Background: an optimization exercise with open tools, aiming at small area. Do not read the settings as production practice. Only simulation tests tie the RTL to the original design; equivalence was not proved. The clock port is modelled as an ideal driver, which makes a skipped or thinned clock tree look cheaper than it is; a real chip needs a root buffer or a tree.

## run 4
==> flow/design.v <==
module counter(input clk, input rst, input r0, output [15:0] led, output [15:0] nq, output step);
    reg [5:0] p;
    reg [15:0] n;
    reg [15:1] l;
    assign step = (&p[3:0]) & ~r0;
    function [3:0] bcd_inc(input [3:0] d, input c);
        bcd_inc = {d[3] ^ (c & d[0] & ((d[2] & d[1]) | d[3])),
                   d[2] ^ (c & d[0] & d[1]),
                   d[1] ^ (c & d[0] & ~d[3]),
                   d[0] ^ c};
    endfunction
    wire c1 = step & n[0] & n[3];
    wire c2 = c1 & n[4] & n[7];
    wire c3 = c2 & n[8] & n[11];
    assign led = r0 ? 16'h4888 : {l, n[0]} + step;
    assign nq = n;
    always @(posedge clk) begin
        if (rst)
            p <= 6'b001111;
        else
            p <= {p[4:0], p[0] ^ p[5] ^ (p[1] & p[3])};
        if (r0)
            n <= 16'h1234;
        else
            n <= {bcd_inc(n[15:12], c3), bcd_inc(n[11:8], c2),
                  bcd_inc(n[7:4], c1), bcd_inc(n[3:0], step)};
        l <= led[15:1];
    end
endmodule
module print_num(input clk, input rst, input [15:0] nq, output [0:3] digit, output [0:7] Seven_Seg, output r0);
    reg [2:0] q;
    always @(posedge clk) begin
        if (rst)
            q <= 3'b000;
        else
            q <= {q[1], q[0], ~(q[2] & (q[1] | q[0]))};
    end
    assign digit = {q[0] & ~q[1], q[1] & ~q[2], q[2] & q[0], q[2] & ~q[0]};
    assign r0 = ~(q[2] | q[0]);
    wire [3:0] m = ~(({4{digit[0]}} & ~nq[15:12]) | ({4{digit[1]}} & ~nq[11:8]) |
                     ({4{digit[2]}} & ~nq[7:4])   | ({4{digit[3]}} & ~nq[3:0]));
    reg [0:6] s;
    always @(*) begin
        case (m)
            4'd0: s = 7'b0000001;
            4'd1: s = 7'b1001111;
            4'd2: s = 7'b0010010;
            4'd3: s = 7'b0000110;
            4'd4: s = 7'b1001100;
            4'd5: s = 7'b0100100;
            4'd6: s = 7'b0100000;
            4'd7: s = 7'b0001111;
            4'd8: s = 7'b0000000;
            4'd9: s = 7'b0000100;
            default: s = 7'b1111111;
        endcase
    end
    assign Seven_Seg = {s, 1'b1};
endmodule
module top(clk, rst, led, digit, Seven_Seg);
    input clk;
    input rst;
    output [15:0] led;
    output [0:3] digit;
    output [0:7] Seven_Seg;
    wire [15:0] nq;
    wire step;
    wire r0;
    counter c(
        .clk(clk),
        .rst(rst),
        .r0(r0),
        .led(led),
        .nq(nq),
        .step(step)
    );
    print_num disp(
        .clk(clk),
        .rst(rst),
        .nq(nq),
        .digit(digit),
        .Seven_Seg(Seven_Seg),
        .r0(r0)
    );
endmodule
Settings: LEC_CHECK=0, CAP_MARGIN=20, CORE_AREA=2 2 60 60, DIE_AREA=0 0 62 62, GPL_TIMING_DRIVEN=0, SLEW_MARGIN=20; clock period 16.0 ns.
standard.sh (not shown) runs the stock make flow with config.mk's settings and CLKGATE_MAP_FILE= SYNTH_SCRIPT=/design/flow/synth_recipe.tcl, a recipe that flattens the netlist after the stock synthesis.
==> flow/flow/run.sh <==
#!/bin/bash
# Own layout flow: the standard synthesis, then a stronger area-oriented
# re-mapping of the combinational cells (flip-flops kept as they are), then the
# standard layout with small port buffers and a small clock tree.
set -euo pipefail
W=$(pwd)
R=$W/orfs/results/$FLOW_PLATFORM/top/base
YOSYS=$(command -v yosys || echo $FLOW_HOME/../tools/install/yosys/bin/yosys)
LIB=$FLOW_HOME/platforms/$FLOW_PLATFORM/lib/sky130_fd_sc_hd__tt_025C_1v80.lib

# 1. standard synthesis up to the flattened netlist
bash standard.sh $R/1_2_yosys.v > $W/synth_standard.log 2>&1
cp $R/1_2_yosys.v $W/yosys_standard.v

# 2. re-map the combinational logic
DU=""
for c in $(sed -n '/^export DONT_USE_CELLS/,/^#/p' $FLOW_HOME/platforms/$FLOW_PLATFORM/config.mk | grep -o 'sky130_fd_sc_hd__[a-z0-9_]*'); do
  DU="$DU -dont_use $c"
done
# one re-mapping per ABC script in flow/remap_*.abc, run side by side; the smallest is kept
best=""
best_area=""
for abc in $W/flow/remap_*.abc; do
  k=$(basename $abc .abc)
  cat > $W/$k.ys <<EOT
read_liberty -ignore_miss_func $LIB
blackbox sky130_fd_sc_hd__df* sky130_fd_sc_hd__edf* sky130_fd_sc_hd__sdf* sky130_fd_sc_hd__dl* sky130_fd_sc_hd__sedf*
read_verilog $W/yosys_standard.v
hierarchy -top $FLOW_TOP
flatten
rename -hide w:_*_.*
opt_clean -purge
abc -liberty $LIB $DU -script $abc
rename -hide w:_*_.*
opt_clean -purge
hilomap -singleton -hicell sky130_fd_sc_hd__conb_1 HI -locell sky130_fd_sc_hd__conb_1 LO
insbuf -buf sky130_fd_sc_hd__buf_1 A X
tee -o $W/$k.stat stat -liberty $LIB
write_verilog -noattr -noexpr -nohex -nodec $W/$k.v
EOT
  $YOSYS -s $W/$k.ys > $W/$k.log 2>&1 &
done
wait
for abc in $W/flow/remap_*.abc; do
  k=$(basename $abc .abc)
  area=$(grep -s "Chip area" $W/$k.stat | awk '{print $NF}' || true)
  echo "$k $area" >> $W/remap_areas.txt
  [[ -n "$area" && -s $W/$k.v ]] || continue
  if [[ -z "$best" ]] || awk -v a=$area -v b=$best_area 'BEGIN { exit !(a < b) }'; then
    best=$k
    best_area=$area
  fi
done
echo "kept $best" >> $W/remap_areas.txt
cp $W/$best.v $W/yosys_remapped.v
# the re-mapped netlist must read back cleanly
$YOSYS -p "read_liberty -lib $LIB; read_verilog $W/yosys_remapped.v; hierarchy -top $FLOW_TOP; check -assert" > $W/remap_check.log 2>&1
cp $W/yosys_remapped.v $R/1_2_yosys.v

# 3. the rest of the standard layout
export PRE_GLOBAL_PLACE_TCL=$W/flow/input_buffers.tcl
export BUFFER_PORTS_ARGS="-outputs -buffer_cell sky130_fd_sc_hd__buf_1"
export PRE_CTS_TCL=$W/flow/clock_buffers.tcl
export CLOCK_BUFFERS=2
export CLOCK_BUFFER_CELL=sky130_fd_sc_hd__clkbuf_8
bash standard.sh > $W/layout.log 2>&1
Other scripts of this flow, unchanged in this note and not shown: flow/flow/clock_buffers.tcl, flow/flow/input_buffers.tcl, flow/flow/remap_a.abc, flow/flow/remap_b.abc, flow/flow/remap_c.abc, flow/flow/remap_d.abc
Every stage of the flow completed for run 4, and the final layout passed the timing, DRC and antenna checks.
Relative to run 4, the following input files were edited for run 1:
==> flow/design.v, changed modules only <==
module counter(input clk, input rst, input r0, output [15:0] led, output [15:0] nq, output step);
    reg [5:0] p;
    reg [15:0] n;
    reg [15:1] l;
    assign step = (&p[3:0]) & ~r0;
    function [3:0] bcd_inc(input [3:0] d, input c);
        bcd_inc = {d[3] ^ (c & d[0] & ((d[2] & d[1]) | d[3])),
                   d[2] ^ (c & d[0] & d[1]),
                   d[1] ^ (c & d[0] & ~d[3]),
                   d[0] ^ c};
    endfunction
    wire c1 = step & n[0] & n[3];
    wire c2 = c1 & n[4] & n[7];
    wire c3 = c2 & n[8] & n[11];
    assign led = {l, n[0]} + step;
    assign nq = n;
    always @(posedge clk) begin
        if (rst) begin
            p <= 6'b001111;
            n <= 16'h1234;
            l <= 15'h2444;
        end else begin
            p <= {p[4:0], p[0] ^ p[5] ^ (p[1] & p[3])};
            n <= {bcd_inc(n[15:12], c3), bcd_inc(n[11:8], c2),
                  bcd_inc(n[7:4], c1), bcd_inc(n[3:0], step)};
            l <= led[15:1];
        end
    end
endmodule
Notes after the runs:
- On area after synthesis, run 1 does worse than run 4.
- NOTE met1 wire length run 4->run 1 increased by a few percent
- Run 1 against run 4: fmax now sits lower; wire length reported by the detailed router now sits lower; fraction of layout cells with a size suffix above 1 now sits lower.
In every run of this note, the design's own scripts or RTL, not TritonCTS, make the clock network.

-- port drivers added, routing unchanged --
How much do the figures lean on ideal ports? The routed layouts below were timed once more, with nothing changed but the port constraints.
Step 1 assumes that a clkbuf_16 drives the clock port and a buf_2 every other input.
Step 2 moves the port delays by t, midway between the first and last clock arrival at a register: inputs arrive t later, outputs are due t later. That takes back most of the time a late clock gives input paths.
a / b / c = ideal / step 1 / step 2; a / b = the first two.
| run | t (ns) | setup slack, ns | worst slew at a driven data input, ns |
|---|---|---|---|
| run 4 | 0.201 | 9.934 / 9.900 / 10.100 | 0.03 |
| run 1 | 0.196 | 9.654 / 9.621 / 9.816 | 0.02 |
After both steps setup and hold are still met in every run listed.
